Background: an optimization exercise with open tools, aiming at small area and a short achievable clock period. Do not read the settings as production practice.
Function was checked by simulation only, so behaviour that the tests miss may differ from the original.

==> flow/design.v <==
module dpram
#(
	parameter NP = 2,
	parameter AW = 1,
	parameter DW = 62
)
(
	input [AW-1:0] sel,
	input [NP*DW-1:0] din,
	output [DW-1:0] dout
);
	assign dout = din[sel*DW +: DW];
endmodule
module data_store
#(
	parameter K = 1,
	parameter W = 31,
	parameter ONEHOT = 0
)
(
	input clk,
	input clr,
	input we,
	input [(K>0?K:1)-1:0] wa,
	input [W-1:0] wd,
	input [(1<<K)-1:0] weo,
	output [(W<<K)-1:0] q
);
	localparam N = 1 << K;
	wire [W-1:0] wdc = {wd[W-1:17], wd[16:0] | {17{clr}}};
	genvar i;
	generate for (i = 0; i < N; i = i + 1) begin: g_node
		reg [W-1:0] v;
		always @(posedge clk)
			if (clr | (ONEHOT ? weo[i] : (we & (K == 0 || wa == i))))
				v <= wdc;
		assign q[i*W +: W] = v;
	end
	endgenerate
endmodule
module sort_node
#(
	parameter W = 31
)
(
	input [W-1:0] x,
	input [W-1:0] c0,
	input [W-1:0] c1,
	output s,
	output swp,
	output [W-1:0] wd
);
	wire g01 = gt17(c1[16:0], c0[16:0]);
	wire g0x = gt17(c0[16:0], x[16:0]);
	wire g1x = gt17(c1[16:0], x[16:0]);
	assign s   = g01;
	assign swp = g01 ? g1x : g0x;
	assign wd  = (g01 & g1x) ? c1 : ((~g01 & g0x) ? c0 : x);
function gt17;
	input [16:0] ga;
	input [16:0] gb;
	integer gi, gl;
	reg [31:0] gg, gs;
	begin
		gg = 32'd0;
		gs = 32'd0;
		for (gi = 0; gi < 17; gi = gi + 1) begin
			gg[gi] = ga[gi] & ~gb[gi];
			gs[gi] = ~ga[gi] & gb[gi];
		end
		for (gl = 16; gl >= 1; gl = gl / 2)
			for (gi = 0; gi < gl; gi = gi + 1) begin
				gg[gi] = gg[2*gi+1] | (~gs[2*gi+1] & gg[2*gi]);
				gs[gi] = gs[2*gi+1] | (~gg[2*gi+1] & gs[2*gi]);
			end
		gt17 = gg[0];
	end
endfunction
endmodule
module heap
#(
	parameter DATA_WIDTH = 32,
	parameter KEY_WIDTH = 16,
	parameter NLEVELS = 5
	)
(
	input clk,
	input rstn,
	input [DATA_WIDTH-1:0] din,
	input en,
	input init,
	input flush,
	output reg [DATA_WIDTH-1:0] dout,
	output reg valid
    );
localparam W = 31;
reg         op0;         
reg [W-1:0] x0;          
reg         init_r;
reg         live;        
reg [5:0]   fcnt;        
reg         fwait;       
wire fop = (fcnt != 6'd0) & ~fwait;
always @(posedge clk or negedge rstn) begin
	if (!rstn) begin
		op0 <= 1'b0;
		init_r <= 1'b0;
		live <= 1'b0;
		fcnt <= 6'd0;
		fwait <= 1'b0;
	end
	else begin
		op0 <= en | fop;
		init_r <= init;
		if (init)
			live <= 1'b1;
		if (flush) begin
			fcnt <= 6'd63;
			fwait <= 1'b0;
		end
		else if (fcnt != 6'd0) begin
			fwait <= ~fwait;
			if (fop)
				fcnt <= fcnt - 6'd1;
		end
	end
end
always @(posedge clk) begin
	x0[W-1:17] <= din[29:16];
	x0[16:0]   <= fop ? 17'd0 : {din[15], ~din[15], din[14:0]};
end
wire [W*1-1:0]  l0;
wire [W*2-1:0]  l1;
wire [W*4-1:0]  l2;
wire [W*8-1:0]  l3;
wire [W*16-1:0] l4;
wire [W*32-1:0] l5;
wire         we0, we1, we2;
wire [W-1:0] wd0, wd1, wd2;
reg          a1, a2, a3, a4, a5;
reg  [0:0]   p1;
reg  [1:0]   p2;
reg  [2:0]   p3;
reg  [3:0]   p4;
reg  [4:0]   p5;
reg  [W-1:0] x1, x2, x3, x4, x5;
reg          pv3, pv4;
reg  [2:0]   pa3;
reg  [3:0]   pa4;
reg  [W-1:0] pd3, pd4;
data_store #(.K(0)) U_L0 (.clk(clk), .clr(init_r), .we(we0), .wa(1'b0), .wd(wd0), .weo({1{1'b0}}), .q(l0));
data_store #(.K(1)) U_L1 (.clk(clk), .clr(init_r), .we(we1), .wa(p1),   .wd(wd1), .weo({2{1'b0}}), .q(l1));
data_store #(.K(2)) U_L2 (.clk(clk), .clr(init_r), .we(we2), .wa(p2),   .wd(wd2), .weo({4{1'b0}}), .q(l2));
data_store #(.K(3)) U_L3 (.clk(clk), .clr(init_r), .we(pv3), .wa(pa3),  .wd(pd3), .weo({8{1'b0}}), .q(l3));
data_store #(.K(4)) U_L4 (.clk(clk), .clr(init_r), .we(pv4), .wa(pa4),  .wd(pd4), .weo({16{1'b0}}), .q(l4));
data_store #(.K(5), .ONEHOT(1)) U_L5 (.clk(clk), .clr(init_r), .we(a5), .wa(p5), .wd(x5), .weo(we5), .q(l5));
reg  [15:0] e5;
wire [31:0] we5;
genvar i5;
generate for (i5 = 0; i5 < 32; i5 = i5 + 1) begin: g_we5
	assign we5[i5] = a5 & e5[i5/2] & (p5[0] == i5%2);
end
endgenerate
wire gt_rx;
wire s0, swp0;
sort_node U_CR (.x(x0), .c0(x0), .c1(l0), .s(gt_rx), .swp(), .wd());
sort_node U_N0 (.x(x0), .c0(l1[0 +: W]), .c1(l1[W +: W]), .s(s0), .swp(swp0), .wd(wd0));
wire [W-1:0] out = gt_rx ? l0 : x0;
assign we0 = op0 & gt_rx;
always @(posedge clk) begin
	dout <= {2'b00, out[30:17], out[16], out[14:0]};
end
always @(posedge clk or negedge rstn) begin
	if (!rstn)
		valid <= 1'b0;
	else
		valid <= op0 & live & (out[16] ^ out[15]);
end
wire s1, swp1;
wire [2*W-1:0] pr1 = p1[0] ? l2[2*W +: 2*W] : l2[0 +: 2*W];
sort_node U_N1 (.x(x1), .c0(pr1[0 +: W]), .c1(pr1[W +: W]), .s(s1), .swp(swp1), .wd(wd1));
assign we1 = a1;
reg  [4*W-1:0] pf2;
wire [4*W-1:0] rd3r = p1[0] ? l3[4*W +: 4*W] : l3[0 +: 4*W];
wire [4*W-1:0] rd3;
wire h3p = pv3 & (pa3[2] == p1[0]);
genvar j;
generate for (j = 0; j < 4; j = j + 1) begin: g_f3
	assign rd3[j*W +: W] = (h3p & (pa3[1:0] == j)) ? pd3 : rd3r[j*W +: W];
end
endgenerate
wire s2, swp2;
wire [2*W-1:0] q2 = p2[0] ? pf2[2*W +: 2*W] : pf2[0 +: 2*W];
reg  [1:0] hs2;      
wire [W-1:0] c20 = hs2[0] ? pd3 : q2[0 +: W];
wire [W-1:0] c21 = hs2[1] ? pd3 : q2[W +: W];
sort_node U_N2 (.x(x2), .c0(c20), .c1(c21), .s(s2), .swp(swp2), .wd(wd2));
assign we2 = a2;
reg  [4*W-1:0] pf3;
wire [4*W-1:0] rd4r, rd4;
dpram #(.NP(4), .AW(2), .DW(4*W)) U_RD4 (.sel(p2), .din(l4), .dout(rd4r));
wire h4p = pv4 & (pa4[3:2] == p2);
generate for (j = 0; j < 4; j = j + 1) begin: g_f4
	assign rd4[j*W +: W] = (h4p & (pa4[1:0] == j)) ? pd4 : rd4r[j*W +: W];
end
endgenerate
wire s3, swp3;
wire [W-1:0] wd3;
wire [2*W-1:0] q3 = p3[0] ? pf3[2*W +: 2*W] : pf3[0 +: 2*W];
reg  [1:0] hs3;      
wire [W-1:0] c30 = hs3[0] ? pd4 : q3[0 +: W];
wire [W-1:0] c31 = hs3[1] ? pd4 : q3[W +: W];
sort_node U_N3 (.x(x3), .c0(c30), .c1(c31), .s(s3), .swp(swp3), .wd(wd3));
reg  [4*W-1:0] pf4;
wire [4*W-1:0] rd5;
dpram #(.NP(8), .AW(3), .DW(4*W)) U_RD5 (.sel(p3), .din(l5), .dout(rd5));
wire h5 = a5 & (p5[4:2] == p3);
wire [4*W-1:0] rd5f;
generate for (j = 0; j < 4; j = j + 1) begin: g_f5
	assign rd5f[j*W +: W] = (h5 & (p5[1:0] == j)) ? x5 : rd5[j*W +: W];
end
endgenerate
wire s4, swp4;
wire [W-1:0] wd4;
wire [2*W-1:0] q4 = p4[0] ? pf4[2*W +: 2*W] : pf4[0 +: 2*W];
sort_node U_N4 (.x(x4), .c0(q4[0 +: W]), .c1(q4[W +: W]), .s(s4), .swp(swp4), .wd(wd4));
always @(posedge clk or negedge rstn) begin
	if (!rstn) begin
		a1 <= 1'b0;
		a2 <= 1'b0;
		a3 <= 1'b0;
		a4 <= 1'b0;
		a5 <= 1'b0;
		pv3 <= 1'b0;
		pv4 <= 1'b0;
	end
	else begin
		a1 <= op0 & gt_rx & swp0;
		a2 <= a1 & swp1;
		a3 <= a2 & swp2;
		a4 <= a3 & swp3;
		a5 <= a4 & swp4;
		pv3 <= a3;
		pv4 <= a4;
	end
end
always @(posedge clk) begin
	x1 <= x0;
	x2 <= x1;
	x3 <= x2;
	x4 <= x3;
	x5 <= x4;
	p1 <= s0;
	p2 <= {p1, s1};
	p3 <= {p2, s2};
	p4 <= {p3, s3};
	p5 <= {p4, s4};
	pa3 <= p3;
	pa4 <= p4;
	pd3 <= wd3;
	pd4 <= wd4;
	pf2 <= rd3;
	e5 <= 16'd1 << p4;
	hs2[0] <= a3 & (p3[2] == p1[0]) & (p3[1] == s1) & ~p3[0];
	hs2[1] <= a3 & (p3[2] == p1[0]) & (p3[1] == s1) &  p3[0];
	hs3[0] <= a4 & (p4[3:2] == p2) & (p4[1] == s2) & ~p4[0];
	hs3[1] <= a4 & (p4[3:2] == p2) & (p4[1] == s2) &  p4[0];
	pf3 <= rd4;
	pf4 <= rd5f;
end
endmodule
==> flow/run.sh <==
#!/bin/bash
# synth_recipe.tcl (not shown) runs the flow's synth.tcl, then flattens the netlist and writes it again
# the make line also repeats each setting of config.mk as NAME=value (left out here)
make -C /OpenROAD-flow-scripts/flow DESIGN_CONFIG=/design/flow/config.mk WORK_HOME=/design/flow/orfs CLKGATE_MAP_FILE= SYNTH_SCRIPT=/design/flow/synth_recipe.tcl finish
==> flow/config.mk <==
export PLATFORM = sky130hd
export DESIGN_NAME = heap
export DESIGN_NICKNAME = heap
export VERILOG_FILES = /design/flow/design.v
export SDC_FILE = /design/flow/constraint.sdc
export NUM_CORES = 4
export LEC_CHECK = 0
export ABC_AREA = 1
export CAP_MARGIN = 20
export CORE_MARGIN = 2
export CORE_UTILIZATION = 60
export SETUP_SLACK_MARGIN = 5
export SLEW_MARGIN = 20
==> flow/constraint.sdc <==
create_clock -name core_clock -period 8.0 [get_ports {clk}]
set_input_delay 1.6000 -clock core_clock [delete_from_list [all_inputs] [get_ports {clk}]]
set_output_delay 1.6000 -clock core_clock [all_outputs]
set_load 0.01 [all_outputs]
==> results of run 1 <==
==> path summary, 6_finish.rpt <==
path,from,slack [ns],to,cells past startpoint
setup / recovery,p4[0],4.97,pd4[17],13
hold / removal,x4[28],0.34,x5[28],0
setup reg to reg,p4[0],4.97,pd4[17],13
hold reg to reg,x4[28],0.34,x5[28],0
max in group asynchronous,rstn,6.56,init_r,2
min in group asynchronous,rstn,1.08,fcnt[5],2
==> cells in the final DEF (no fill, tap or decap), types with 11 or more instances in the layout <==
| cell | netlist | layout |
|---|---|---|
| inv_1 | 435 | 428 |
| nand2_1 | 2341 | 2248 |
| o21ai_4 | 0 | 64 |
| buf_4 | 24 | 141 |
| nand2_2 | 11 | 81 |
| clkbuf_16 | 0 | 303 |
| o21ai_0 | 982 | 900 |
| bufinv_16 | 0 | 13 |
| dfxtp_2 | 0 | 23 |
| nand4_1 | 170 | 170 |
| clkinv_1 | 2 | 29 |
| dfrtp_1 | 18 | 17 |
| nand2_8 | 0 | 19 |
| or2_1 | 12 | 11 |
| nand3_2 | 1 | 25 |
| o21ai_1 | 51 | 41 |
| o31ai_1 | 19 | 15 |
| o22ai_1 | 11 | 11 |
| nand3b_1 | 20 | 20 |
| or2_2 | 37 | 37 |
| dfxtp_1 | 685 | 649 |
| a21oi_1 | 79 | 73 |
| buf_2 | 77 | 11 |
| nand2_4 | 3 | 23 |
| nor2_1 | 914 | 910 |
| buf_12 | 0 | 36 |
| nor3_1 | 42 | 42 |
| mux2i_1 | 14 | 14 |
| clkbuf_8 | 0 | 26 |
| a31oi_1 | 142 | 140 |
| clkinv_2 | 0 | 45 |
| edfxtp_1 | 1953 | 1953 |
| buf_6 | 13 | 61 |
| dfxtp_4 | 0 | 13 |
| o21ai_2 | 10 | 38 |
| o221ai_1 | 248 | 248 |
| nand3_1 | 894 | 865 |
| clkdlybuf4s50_1 | 0 | 34 |
| clkbuf_1 | 432 | 77 |
==> sequential cells by signal, summed over array words and instances (netlist names), 62 cells and up <==
register and count:
U_L2.g_node.v 124, pf4 124, U_L5.g_node.v 992, U_L4.g_node.v 496, U_L3.g_node.v 248, U_L1.g_node.v 62
pf2 124, pf3 124
==> critical path: cells and delay by family, from the launching register on <==
family / cells / cell delay (ns)
buffers and inverters: 2 / 0.29
and+or+nand+nor: 7 / 1.05
AOI/OAI and AO/OA: 4 / 1.14
DFF: 1 / 0.35
==> per-stage QoR <==
| stage | setup WS, ns | cells |
|---|---|---|
| finish | 4.97 | 12300 |
| global route | 4.90 | 12300 |
| CTS | 4.95 | 12300 |
| detailed placement | 3.13 | 11700 |
| global placement | 3.11 | 11700 |
| floorplan | 4.27 | 9763 |
==> timing repair <==
item | CTS | global route
setup buffers | 48 | 49
cloned | 23 | 29
pin swaps | 17 | 68
setup endpoints to repair | 1729 | 1289
gates resized for setup | 342 | 251
==> Yosys cell counts, drive strengths merged (2+ instances only) <==
master     n  area, sq um
nand2   2355         8890
edfxtp  1953        58600
o21ai   1043         5260
nor2     914         3430
nand3    895         4480
dfxtp    685        13700
inv      450         1700
clkbuf   433         1630
o221ai   248         2170
nand4    171         1080
buf      153          858
a31oi    143          901
a21oi     85          455
or2       54          338
nor3      46          250
nand3b    20          150
o31ai     19          143
dfrtp     18          450
mux2i     14          140
a21boi    11         86.3
o22ai     11         68.8
o21a      10         75.1
o211ai     8         60.1
a211oi     3         22.5
and2       3         18.8
clkinv     2         7.51
ha         2         25.0
o21bai     2         15.0
xnor2      2         17.5
==> layer usage <==
| metal | share of wire | global-route usage | vias to the layer above |
|---|---|---|---|
| met2 | 0.46 | 0.544 | 3974 |
| met4 | 0.049 | 0.156 | 2 |
| met1 | 0.40 | 0.487 | 37200 |
| met3 | 0.10 | 0.0635 | 746 |
| met5 | 0.000043 | 0 | - |
| li1 | - | - | 34400 |
==> cells by family (layout without fill, tap and decap cells) <==
kind of cell               Yosys count  in the layout  share of synthesized area
xor gates and xnor gates             2              2                   0.000167
muxes                               14             14                    0.00133
AOI/OAI and AO/OA                 1591           1592                     0.0887
and+or+nand+nor                   4458           4479                      0.177
other                                1             10                  0.0000357
adders and majority gates            2              2                   0.000238
buffers and inverters             1038           1269                     0.0398
DFF                               2656           2656                      0.692
==> area by class of cell <==
type / count / area share
antenna: 8 / 0.000166
clock buffer: 392 / 0.0656
clock inverter: 96 / 0.00668
inverter: 452 / 0.0158
multi-input combinational: 6091 / 0.250
sequential: 2656 / 0.605
tap: 2325 / 0.0241
timing repair buffer: 320 / 0.0313
timing repair inverter: 9 / 0.00102
==> results.json, run 1 <==
{
  "status": "complete, no violations",
  "grt_pass1_vias": 69800,
  "cts_tree": "built",
  "crit_slowest_cell": "o21ai_0",
  "multi_input_area_sq_um": 30200,
  "maxSlewViolCount": 0,
  "yosysSeqAreaShare": 0.692,
  "syn_area_sq_um": 105000,
  "regArea_sq_um": 72900,
  "drc": 0,
  "die_width_microns": 423,
  "crit_top_cell": "nand2_1",
  "synth-edff-count": 1953,
  "syn_inst": 9762,
  "wire_per_inst_microns": 26.5,
  "synth-async-reset-ratio": 0.00678,
  "drtIter0Drc": 9453,
  "setup-violations-final": 0,
  "die_height_microns": 423,
  "htreeDepth": 5,
  "root_buffer": "clkbuf_16",
  "yosys_warnings": 8,
  "start_util": 0.604,
  "vias_per_cell": 6.18,
  "cts.hold.buffers_added": 0,
  "coreArea_sq_um": 174000,
  "cts_sinks": 2656,
  "worst_pin_slew_ns": 1.06,
  "cp_cell_sequence": "buf_12 > clkinv_16 > o21ai_0 > a31oi_1 > a21boi_0 > o21a_1 > nand2_1 > nand2_1 > nand2_2 > nand2_2 > nand2_4 > nand3_1 > nand2_1",
  "globalplace.congestion": 0.906,
  "cts_max_path_buffers": 4,
  "end_kind": "flip-flop",
  "cp_max_fo": 28,
  "grt_first_pass_wirelength_microns": 461000,
  "fin_util": 0.693,
  "via_count": 76300,
  "nets": 9852,
  "grt_max_degree": 234,
  "crit_type": "reg2reg",
  "synthFlopType": "edfxtp_1",
  "rsz0062_at_grt": "true",
  "drv_cap": 0,
  "max_slew_margin": 0.294,
  "hold_class": "reg2reg",
  "rows": 153,
  "die-area_sq_um": 179000,
  "ys_types": 59,
  "synth_area_per_cell_sq_um": 10.8,
  "cp_data_required_time_ns": 8.76,
  "crit_arrival_ns": 3.79,
  "period_share": 0.379,
  "finalWirelength_microns": 327000,
  "ys_ff_latch": 2656,
  "ant_nets": 0,
  "antenna_found_initial": 9,
  "start_kind": "flip-flop",
  "clk_latency_ns": 0.94,
  "finalHoldViolations": 0,
  "drive_gt1_frac": 0.107,
  "hpwl_microns": 172000,
  "slowest_delay_ns": 0.39,
  "cts.clk_slew.worst_paths_ns": 0.06,
  "post_dp_cell_area_sq_um": 108000,
  "whs_ns": 0.342,
  "drt_first_pass_iters": 8,
  "tritoncts.num_buffers": 283,
  "fillers": 12700,
  "fin_worst_skew_ns": 0.0543,
  "fin_area_sq_um": 121000,
  "grt_usage": 0.351,
  "ios": 70,
  "syn_to_final_growth_pct": 14.6,
  "max_freq_mhz": 330,
  "port_buffers": 65,
  "fin_setup_tns_ns": 0,
  "period_needed_ns": 3.03,
  "grt.overflow.total": 0
}
==> run 2: changes to the inputs <==
==> flow/flow/run.sh (new file) <==
#!/bin/bash
set -euo pipefail
M=6
sed "s/SETUP_SLACK_MARGIN=5 /SETUP_SLACK_MARGIN=$M /" standard.sh > standard_m.sh
grep -q "SETUP_SLACK_MARGIN=$M " standard_m.sh
bash standard_m.sh > standard_m.log 2>&1
==> flow/standard.sh (new file) <==
#!/bin/bash
# synth_recipe.tcl (not shown) runs the flow's synth.tcl, then flattens the netlist and writes it again
# the make line also repeats each setting of config.mk as NAME=value (left out here)
make -C /OpenROAD-flow-scripts/flow DESIGN_CONFIG=/design/flow/config.mk WORK_HOME=/design/flow/orfs CLKGATE_MAP_FILE= SYNTH_SCRIPT=/design/flow/synth_recipe.tcl "${@:-finish}"
removed: flow/run.sh
==> run 2 against run 1 <==
Still clean on timing, DRC and antenna. Die area unchanged. Sequential share of layout area decreased by 6.3 points. Cell count increased by 4.2%. Core utilization increased by 8.1 points. Critical path depth increased by 5. Clock skew increased by 0.019 ns. Flip-flop and latch count unchanged. Global-route usage increased by 5.6 points. Maximum frequency about the same.
==> results.json, run 2 <==
{
  "start_kind": "flip-flop",
  "grt_first_pass_wirelength_microns": 526000,
  "grt_usage": 0.407,
  "final_common_cell": "edfxtp_1",
  "slowest_delay_ns": 0.35,
  "cp_max_fo": 8,
  "yosysMostFrequentCell": "nand2_1",
  "die_width_microns": 423,
  "fin_setup_tns_ns": 0,
  "cts_tree": "built",
  "ant_nets": 0,
  "crit_type": "reg2reg",
  "nets": 10400,
  "fin_worst_skew_ns": 0.0729,
  "largest_reg_flops": 992,
  "wire_per_inst_microns": 30.6,
  "cts_sinks": 2656,
  "syn_area_sq_um": 105000,
  "drc": 0,
  "fillers": 10400,
  "drtIter0Drc": 12100,
  "ys_ff_latch": 2656,
  "port_buffers": 65,
  "vias_per_cell": 6.57,
  "finalHoldViolations": 0,
  "syn_inst": 9762,
  "hold_class": "reg2reg",
  "rsz0062_at_grt": "true",
  "largest_register": "U_L5.g_node.v",
  "synth_top_area_frac": 0.558,
  "root_buffer": "clkbuf_16",
  "syn_to_final_growth_pct": 28.0,
  "end_kind": "flip-flop",
  "drt_first_pass_iters": 11,
  "die-area_sq_um": 179000,
  "setup-violations-final": 0,
  "finalWirelength_microns": 393000,
  "synth-async-reset-ratio": 0.00678,
  "synth_top_area_cell": "edfxtp_1",
  "yosys-top-cells-area": "edfxtp_1 (56%), dfxtp_1 (13%), nand2_1 (8.4%)",
  "start_util": 0.604,
  "placedCellCount": 11700,
  "coreArea_sq_um": 174000,
  "die_height_microns": 423,
  "tritoncts.num_buffers": 287,
  "maxSlewViolCount": 0,
  "synth_area_per_cell_sq_um": 10.8,
  "max_freq_mhz": 330,
  "status": "complete, no violations",
  "layout_common_cells": "edfxtp_1 (1,953), nand2_1 (1,794), nor2_1 (859), o21ai_0 (725), dfxtp_1 (632)",
  "period_share": 0.379,
  "globalplace.congestion": 0.899,
  "stdcell_count": 12900,
  "grt.overflow.total": 0,
  "period_needed_ns": 3.03,
  "synth-edff-count": 1953,
  "grt_max_degree": 169,
  "cts_max_path_buffers": 4,
  "drive_gt1_frac": 0.241,
  "crit_arrival_ns": 3.85,
  "via_count": 84500,
  "yosys_warnings": 8,
  "grt_pass1_vias": 76900,
  "yosysSeqAreaShare": 0.692,
  "reg.largest.list": "U_L5.g_node.v x992, U_L4.g_node.v x496, U_L3.g_node.v x248",
  "yosys-top-cells-count": "nand2_1 (2,341), edfxtp_1 (1,953), o21ai_0 (982)",
  "crit_top_cell": "buf_12",
  "antenna_found_initial": 26,
  "worst_pin_slew_ns": 1.02,
  "cts.clk_slew.worst_paths_ns": 0.07,
  "synthFlopType": "edfxtp_1",
  "cp_cell_sequence": "buf_12 > buf_12 > buf_16 > o21ai_4 > nand2_2 > o21ai_4 > nand4_1 > nand3_2 > nand2_2 > nor2_4 > a21oi_4 > buf_12 > buf_12 > nand2_8 > buf_12 > nand2_4 > nand3_4 > nand2_4",
  "rows": 153,
  "ios": 70,
  "max_slew_margin": 0.312,
  "hpwl_microns": 170000,
  "htreeDepth": 5,
  "cp_data_required_time_ns": 8.82,
  "ys_types": 59,
  "crit_slowest_cell": "dfxtp_4",
  "drv_cap": 0,
  "clk_latency_ns": 0.96
}
run 2: cell counts after synthesis:
No cell type changed its count.
run 2: cell families after synthesis:
family                     Yosys count  share of synthesized area
AOI/OAI and AO/OA                 1591                     0.0887
buffers and inverters             1038                     0.0398
muxes                               14                    0.00133
other                                1                  0.0000357
xor gates and xnor gates             2                   0.000167
and+or+nand+nor                   4458                      0.177
adders and majority gates            2                   0.000238
DFF                               2656                      0.692
run 2: area by class of cell:
class	count	area, sq um	share of cell area
sequential	2656	72900	0.542
multi-input combinational	6109	35800	0.266
timing repair buffer	791	11800	0.0878
clock buffer	409	8160	0.0606
tap	2325	2910	0.0216
inverter	452	2020	0.0150
clock inverter	92	709	0.00527
timing repair inverter	21	302	0.00224
antenna	7	17.5	0.000130
run 2: metal layers:
layer  up-vias  routed length, microns  track usage
met2      6329                  173000        0.617
li1      35600                       -            -
met3      1789                   53700        0.107
met4        22                   32500        0.260
met5         -                     151            0
met1     40800                  134000        0.522
run 2: critical path, delay by kind of cell, from the launching register on:
kind	cells	cell delay, ns
AOI/OAI and AO/OA	3	0.41
buffers and inverters	6	0.97
DFF	1	0.35
and+or+nand+nor	9	1.14
run 2: worst paths after layout:
| kind | from | endpoint | slack, ns | cells past startpoint |
|---|---|---|---|---|
| max | p4[0] | pd4[28] | 4.97 | 18 |
| min | x4[19] | x5[19] | 0.32 | 0 |
| max in group asynchronous | rstn | init_r | 6.55 | 2 |
| min in group asynchronous | rstn | fcnt[4] | 1.11 | 2 |
| min reg2reg | x4[19] | x5[19] | 0.32 | 0 |
| max reg2reg | p4[0] | pd4[28] | 4.97 | 18 |
run 2: repair_timing:
item | 4_1_cts | 5_1_grt
hold buffers | 0 | 0
resized for setup | 1648 | 816
pin swaps | 356 | 348
endpoints found under the setup margin | 3056 | 1485
gates cloned | 149 | 43
buffers inserted | 356 | 103
run 2: metrics by stage:
stage / util / area, sq um / setup WS, ns / hold WS [ns]
2_1_floorplan: - / 107000 / 5.43 / 0.329
3_3_place_gp: 0.625 / 109000 / 3.24 / 0.341
3_5_place_dp: 0.625 / 109000 / 3.22 / 0.337
4_1_cts: 0.746 / 130000 / 4.97 / 0.323
5_1_grt: 0.773 / 135000 / 4.87 / 0.322
6_report: 0.774 / 135000 / 4.97 / 0.317
==> run 3: changes to the inputs <==
--- a/flow/design.v
+++ b/flow/design.v
@@ -126,8 +126,10 @@
 	end
 end
 always @(posedge clk) begin
-	x0[W-1:17] <= din[29:16];
-	x0[16:0]   <= fop ? 17'd0 : {din[15], ~din[15], din[14:0]};
+	if (en | fop) begin
+		x0[W-1:17] <= din[29:16];
+		x0[16:0]   <= fop ? 17'd0 : {din[15], ~din[15], din[14:0]};
+	end
 end
 wire [W*1-1:0]  l0;
 wire [W*2-1:0]  l1;
@@ -143,7 +145,12 @@
 reg  [2:0]   p3;
 reg  [3:0]   p4;
 reg  [4:0]   p5;
-reg  [W-1:0] x1, x2, x3, x4, x5;
+reg  [W-1:0] xb, xc;      
+wire [W-1:0] x1 = x0;
+wire [W-1:0] x2 = xb;
+wire [W-1:0] x3 = xb;
+wire [W-1:0] x4 = xc;
+wire [W-1:0] x5 = xc;
 reg          pv3, pv4;
 reg  [2:0]   pa3;
 reg  [3:0]   pa4;
@@ -245,11 +252,10 @@
 	end
 end
 always @(posedge clk) begin
-	x1 <= x0;
-	x2 <= x1;
-	x3 <= x2;
-	x4 <= x3;
-	x5 <= x4;
+	if (a1)
+		xb <= x0;
+	if (a3)
+		xc <= xb;
 	p1 <= s0;
 	p2 <= {p1, s1};
 	p3 <= {p2, s2};
==> flow/run.sh (new file) <==
#!/bin/bash
# synth_recipe.tcl (not shown) runs the flow's synth.tcl, then flattens the netlist and writes it again
# the make line also repeats each setting of config.mk as NAME=value (left out here)
make -C /OpenROAD-flow-scripts/flow DESIGN_CONFIG=/design/flow/config.mk WORK_HOME=/design/flow/orfs CLKGATE_MAP_FILE= SYNTH_SCRIPT=/design/flow/synth_recipe.tcl finish
removed: flow/flow/run.sh
removed: flow/standard.sh
==> run 3 against run 2 <==
Still clean. Clock skew decreased by 0.015 ns. Clock-buffer cell count decreased by 9. Global-route usage decreased by 4.7 points. Flip-flop and latch count decreased by 93. Sequential share of layout area increased by 6.2 points. Critical path type unchanged. Highest routed layer unchanged.
==> results.json, run 3 <==
{
  "cts_max_path_buffers": 4,
  "drtIter0Drc": 8884,
  "globalplace.congestion": 0.892,
  "synth-edff-count": 2046,
  "crit_type": "reg2reg",
  "drc": 0,
  "drt_first_pass_iters": 8,
  "grt_use_met2": 0.569,
  "nets": 9594,
  "synth_top_area_frac": 0.593,
  "max_freq_mhz": 328,
  "maxSlewViolCount": 0,
  "hpwl_microns": 168000,
  "worstRegToRegCells": 18,
  "fin_area_sq_um": 119000,
  "root_buffer": "clkbuf_16",
  "vias_per_cell": 6.31,
  "yosysMostFrequentCell": "nand2_1",
  "yosysSeqAreaShare": 0.694,
  "start_kind": "flip-flop",
  "syn_to_final_growth_pct": 15.1,
  "syn_inst": 9460,
  "wire_per_inst_microns": 27.2,
  "grt.overflow.total": 0,
  "max_slew_margin": 0.285,
  "synth_area_per_cell_sq_um": 10.9,
  "yosys-top-cells-area": "edfxtp_1 (59%), dfxtp_1 (9.6%), nand2_1 (7.7%)",
  "fin_setup_tns_ns": 0,
  "tritoncts.num_buffers": 275,
  "globalRoute.busiestLayer": "met2",
  "regArea_sq_um": 71900,
  "synth_top_area_cell": "edfxtp_1",
  "cp_max_fo": 8,
  "cts_sinks": 2563,
  "setup-violations-final": 0,
  "status": "complete, no violations",
  "grt_first_pass_wirelength_microns": 461000,
  "crit_arrival_ns": 3.70,
  "hold_class": "reg2reg",
  "cts.clk_slew.worst_paths_ns": 0.06,
  "antenna_found_initial": 12,
  "fin_worst_skew_ns": 0.0578,
  "fin_ws_ns": 4.96,
  "finalWirelength_microns": 328000,
  "clk_latency_ns": 0.94,
  "finalHoldViolations": 0,
  "grt_use_met1": 0.484,
  "whs_path_depth": 0,
  "fillers": 12400,
  "cp_data_required_time_ns": 8.65,
  "ios": 70,
  "period_share": 0.381,
  "die_width_microns": 419,
  "via_count": 76100,
  "rows": 152,
  "start_util": 0.604,
  "worst_pin_slew_ns": 1.07,
  "coreArea_sq_um": 172000,
  "end_kind": "flip-flop",
  "die_height_microns": 419,
  "drv_cap": 0,
  "post_dp_cell_area_sq_um": 107000,
  "die-area_sq_um": 176000,
  "yosys_warnings": 8,
  "multi_input_area_sq_um": 29700,
  "reg.largest.list": "U_L5.g_node.v x992, U_L4.g_node.v x496, U_L3.g_node.v x248",
  "ant_nets": 0,
  "port_buffers": 65,
  "largest_register": "U_L5.g_node.v",
  "syn_area_sq_um": 104000,
  "cts_tree": "built",
  "synthFlopType": "edfxtp_1",
  "htreeDepth": 5,
  "largest_reg_flops": 992,
  "grt_max_degree": 126,
  "grt_pass1_vias": 70000,
  "rsz0062_at_grt": "true",
  "final_common_cell": "edfxtp_1",
  "grt_usage": 0.360,
  "ys_ff_latch": 2563,
  "gr-usage-met3": 0.0676,
  "drive_gt1_frac": 0.115,
  "period_needed_ns": 3.04,
  "ys_types": 57,
  "yosys-top-cells-count": "nand2_1 (2,128), edfxtp_1 (2,046), nand3_1 (905)",
  "synth-async-reset-ratio": 0.00702,
  "pre_cts_ws_ns": 2.83,
  "layout_common_cells": "edfxtp_1 (2,046), nand2_1 (2,007), nand3_1 (853), nor2_1 (837), o21ai_0 (777)"
}
run 3: repair_timing:
action	CTS	global route
gates resized for setup	403	295
hold buffers	0	0
pin swaps	19	78
endpoints found under the setup margin	1959	483
cloned	27	30
setup buffers	54	76
run 3: cell type report:
| class | count | area share |
|---|---|---|
| clock inverter | 77 | 0.00424 |
| clock buffer | 400 | 0.0655 |
| tap | 2310 | 0.0242 |
| sequential | 2563 | 0.603 |
| antenna | 3 | 0.0000630 |
| inverter | 436 | 0.0160 |
| timing repair inverter | 10 | 0.000819 |
| timing repair buffer | 379 | 0.0365 |
| multi-input combinational | 5890 | 0.249 |
run 3: cells by family after synthesis:
| family | Yosys count | synth area share |
|---|---|---|
| XOR/XNOR | 2 | 0.000169 |
| multiplexers | 29 | 0.00280 |
| other | 1 | 0.0000362 |
| adder cells (fa/ha/maj) | 2 | 0.000242 |
| flip-flops | 2563 | 0.694 |
| AO/OA/AOI/OAI | 1735 | 0.0973 |
| AND/OR/NAND/NOR | 4103 | 0.165 |
| buffers and inverters | 1025 | 0.0402 |
run 3: worst paths after layout:
check | start | end | slack [ns]
min in group asynchronous | rstn | a2 | 1.11
min reg2reg | a4 | pv4 | 0.43
max | p2[0] | U_L2.g_node[2].v[19] | 4.96
max in group asynchronous | rstn | fcnt[1] | 6.50
min | a4 | pv4 | 0.43
max reg2reg | p2[0] | U_L2.g_node[2].v[19] | 4.96
run 3: layer usage:
| metal | vias up | routed length, microns |
|---|---|---|
| met5 | - | 112 |
| met4 | 12 | 17400 |
| met3 | 927 | 34400 |
| met2 | 4299 | 150000 |
| met1 | 37100 | 126000 |
| li1 | 33800 | - |
run 3: metrics by stage:
stage	utilization	hold slack [ns]	instances
floorplan	-	0.329	9461
global placement	0.621	0.416	11400
detailed placement	0.622	0.404	11400
CTS	0.682	0.430	12000
global route	0.695	0.456	12100
finish	0.695	0.431	12100
run 3: worst max-delay path: stages (launching register included):
cell	delay [ns]
dfxtp_4	0.50
buf_12	0.21
clkbuf_16	0.19
nand2_1	0.06
nand3_2	0.08
nand2_2	0.08
nand2_2	0.09
nand2_1	0.07
nand2_2	0.10
inv_2	0.05
a21oi_4	0.16
a21oi_2	0.09
buf_4	0.14
a21oi_4	0.21
buf_12	0.16
nand2_8	0.09
buf_12	0.18
nand3_1	0.13
nand2_2	0.12
==> run 4: changes to the inputs <==
--- a/flow/config.mk
+++ b/flow/config.mk
@@ -8,6 +8,6 @@
 export ABC_AREA = 1
 export CAP_MARGIN = 20
 export CORE_MARGIN = 2
-export CORE_UTILIZATION = 60
+export CORE_UTILIZATION = 50
 export SETUP_SLACK_MARGIN = 5
 export SLEW_MARGIN = 20
==> run 4 against run 3 <==
Non-clock buffer count down 31. Core utilization is 11 points lower. Sequential share of layout area is 0.26 points lower. Critical path type unchanged. Global-route usage is 5.2 points lower. Worst hold slack better by 0.00096 ns. Clock-buffer cell count rose by 19. First-iteration DRC count increased by 0.32%. Largest cell class unchanged. Maximum frequency rose by 1.4%.
==> results.json, run 4 <==
{
  "cp_cell_sequence": "buf_12 > clkinv_8 > clkbuf_8 > buf_8 > buf_16 > o21ai_0 > o221ai_1 > a21oi_2 > a21oi_1",
  "status": "complete, no violations",
  "drive_gt1_frac": 0.108,
  "fin_worst_skew_ns": 0.0613,
  "grt_max_degree": 165,
  "final_common_cell": "edfxtp_1",
  "port_buffers": 65,
  "period_share": 0.375,
  "cts_sinks": 2563,
  "setup-violations-final": 0,
  "fin_setup_tns_ns": 0,
  "syn_to_final_growth_pct": 15.6,
  "drc": 0,
  "ios": 70,
  "synth_top_area_cell": "edfxtp_1",
  "cts_max_path_buffers": 4,
  "nets": 9578,
  "drtIter0Drc": 8912,
  "syn_inst": 9460,
  "reg.largest.list": "U_L5.g_node.v x992, U_L4.g_node.v x496, U_L3.g_node.v x248",
  "crit_type": "reg2reg",
  "hold_class": "reg2reg",
  "tritoncts.num_buffers": 286,
  "htreeDepth": 5,
  "slowest_delay_ns": 0.45,
  "cts.clk_slew.worst_paths_ns": 0.06,
  "fin_area_sq_um": 120000,
  "cts_tree": "built",
  "root_buffer": "clkbuf_16",
  "period_needed_ns": 3.00,
  "via_count": 75800,
  "synthFlopType": "edfxtp_1",
  "grt.overflow.total": 0,
  "largest_register": "U_L5.g_node.v",
  "die_height_microns": 459,
  "drv_cap": 0,
  "crit_arrival_ns": 3.80,
  "yosys-top-cells-count": "nand2_1 (2,128), edfxtp_1 (2,046), nand3_1 (905)",
  "die_width_microns": 459,
  "ant_nets": 0,
  "yosys-top-cells-area": "edfxtp_1 (59%), dfxtp_1 (9.6%), nand2_1 (7.7%)",
  "fillers": 17000,
  "start_kind": "flip-flop",
  "yosysMostFrequentCell": "nand2_1",
  "wire_per_inst_microns": 27.1,
  "synth-edff-count": 2046,
  "vias_per_cell": 6.08,
  "worst_pin_slew_ns": 1.12,
  "globalplace.congestion": 0.873,
  "max_freq_mhz": 333,
  "coreArea_sq_um": 206000,
  "grt_pass1_vias": 71300,
  "finalHoldViolations": 0,
  "largest_reg_flops": 992,
  "start_util": 0.502,
  "ys_types": 57,
  "hpwl_microns": 172000,
  "synth-async-reset-ratio": 0.00702,
  "cp_max_fo": 83,
  "end_kind": "flip-flop",
  "maxSlewViolCount": 0,
  "clk_latency_ns": 0.94,
  "synth_area_per_cell_sq_um": 10.9,
  "yosysSeqAreaShare": 0.694,
  "yosys_warnings": 8,
  "finalWirelength_microns": 338000,
  "crit_slowest_cell": "dfxtp_4",
  "rsz0062_at_grt": "true",
  "grt_usage": 0.309,
  "synth_top_area_frac": 0.593,
  "die-area_sq_um": 211000,
  "post_dp_cell_area_sq_um": 107000,
  "rows": 167,
  "max_slew_margin": 0.251,
  "syn_area_sq_um": 104000,
  "layout_common_cells": "edfxtp_1 (2,046), nand2_1 (2,040), nand3_1 (876), nor2_1 (840), o21ai_0 (784)",
  "ys_ff_latch": 2563,
  "placedCellCount": 11800,
  "cp_data_required_time_ns": 8.80,
  "stdcell_count": 12500,
  "cts.hold.buffers_added": 0,
  "antenna_found_initial": 22,
  "drt_first_pass_iters": 8,
  "grt_first_pass_wirelength_microns": 477000,
  "fin_util": 0.580
}
-- run 4: changes by cell type in the layout (fill, tap and decap cells not counted), moves of 12 or more --
cell	previous run	this run
nand2_1	2007	2040
buf_4	205	173
nand3_2	52	27
nand3_1	853	876
nand2_2	92	70
nand2_4	36	24
-- run 4: final timing paths --
| path | startpoint | slack, ns | to | cells after the start |
|---|---|---|---|---|
| setup / recovery | p3[0] | 5.00 | pf4[65] | 9 |
| hold / removal | a4 | 0.43 | pv4 | 0 |
| setup reg to reg | p3[0] | 5.00 | pf4[65] | 9 |
| hold reg to reg | a4 | 0.43 | pv4 | 0 |
| max in group asynchronous | rstn | 6.56 | pv3 | 2 |
| min in group asynchronous | rstn | 1.06 | fcnt[5] | 2 |
-- run 4: logic make-up (layout without fill, tap and decap cells) --
| group | after synthesis | count (layout) | share of synthesized area |
|---|---|---|---|
| AND/OR/NAND/NOR | 4103 | 4124 | 0.165 |
| flip-flops | 2563 | 2563 | 0.694 |
| AO/OA/AOI/OAI | 1735 | 1735 | 0.0973 |
| buffers and inverters | 1025 | 1297 | 0.0402 |
| multiplexers | 29 | 29 | 0.00280 |
| adder cells (fa/ha/maj) | 2 | 2 | 0.000242 |
| XOR/XNOR | 2 | 2 | 0.000169 |
| other | 1 | 7 | 0.0000362 |
-- run 4: worst max-delay path: cells and delay by family (launching register included) --
family	cells	cell delay, ns
AOI/OAI and AO/OA	4	0.81
buffers and inverters	5	1.33
DFF	1	0.45
-- run 4: timing repair --
action,CTS,global route
cloned,28,29
setup endpoints to repair,1873,1235
resized for setup,388,219
setup buffers,49,61
pin swaps,14,34
-- run 4: layout make-up --
class | instances | area (sq um) | share of cell area
Timing Repair inverter | 10 | 118 | 0.000982
Inverter | 436 | 1890 | 0.0158
Antenna cell | 5 | 12.5 | 0.000105
Clock inverter | 84 | 581 | 0.00485
Multi-Input combinational cell | 5894 | 29500 | 0.246
Timing Repair Buffer | 348 | 4100 | 0.0342
Sequential cell | 2563 | 71900 | 0.601
Tap cell | 2704 | 3380 | 0.0283
Clock buffer | 419 | 8200 | 0.0685
-- run 4: metrics by stage --
step / setup slack (ns) / hold slack, ns
2_1_floorplan: 4.06 / 0.329
3_3_place_gp: 3.03 / 0.416
3_5_place_dp: 3.04 / 0.405
4_1_cts: 4.95 / 0.432
5_1_grt: 4.93 / 0.450
6_report: 5.00 / 0.432
-- run 4: metal layers --
metal	share of wire	vias up	track usage
li1	-	33800	-
met1	0.40	37600	0.408
met2	0.47	3611	0.501
met3	0.085	821	0.0496
met4	0.051	8	0.145
met5	0.00015	-	0

[separate check: timing with driven ports]
The results above use ideal ports. As a check the final layouts listed here were re-extracted and re-timed, cells and wires unchanged.
Step 1, drivers: a clkbuf_16 drives clk and a buf_2 each remaining input, both assumed.
Step 2 adds t to the input delays and takes it off the output delays; t is the mean of the earliest and latest rising clock arrival at the registers after step 1. Input paths then give back, and output paths get back, about the clock's delay inside the block.
a / b / c = ideal ports / drivers / drivers and shift; a / b = the first two.
| run | t, ns | slack for setup (ns) | worst hold slack (ns) | worst slew at a driven data input, ns |
|---|---|---|---|---|
| run 1 | 1.007 | 4.965 / 4.914 / 4.965 | 0.342 / 0.342 / 0.342 | 0.10 |
| run 2 | 1.028 | 4.966 / 4.901 / 4.966 | 0.317 / 0.317 / 0.317 | 0.04 |
| run 3 | 1.003 | 4.955 / 4.935 / 4.779 | 0.431 / 0.431 / 0.431 | 0.05 |
| run 4 | 1.004 | 4.996 / 4.909 / 4.786 | 0.432 / 0.432 / 0.432 | 0.04 |
After both steps setup and hold are still met in every run listed. The setup slack of run 4, which loses most, moves by -0.087 ns with the drivers and by -0.210 ns with both steps.
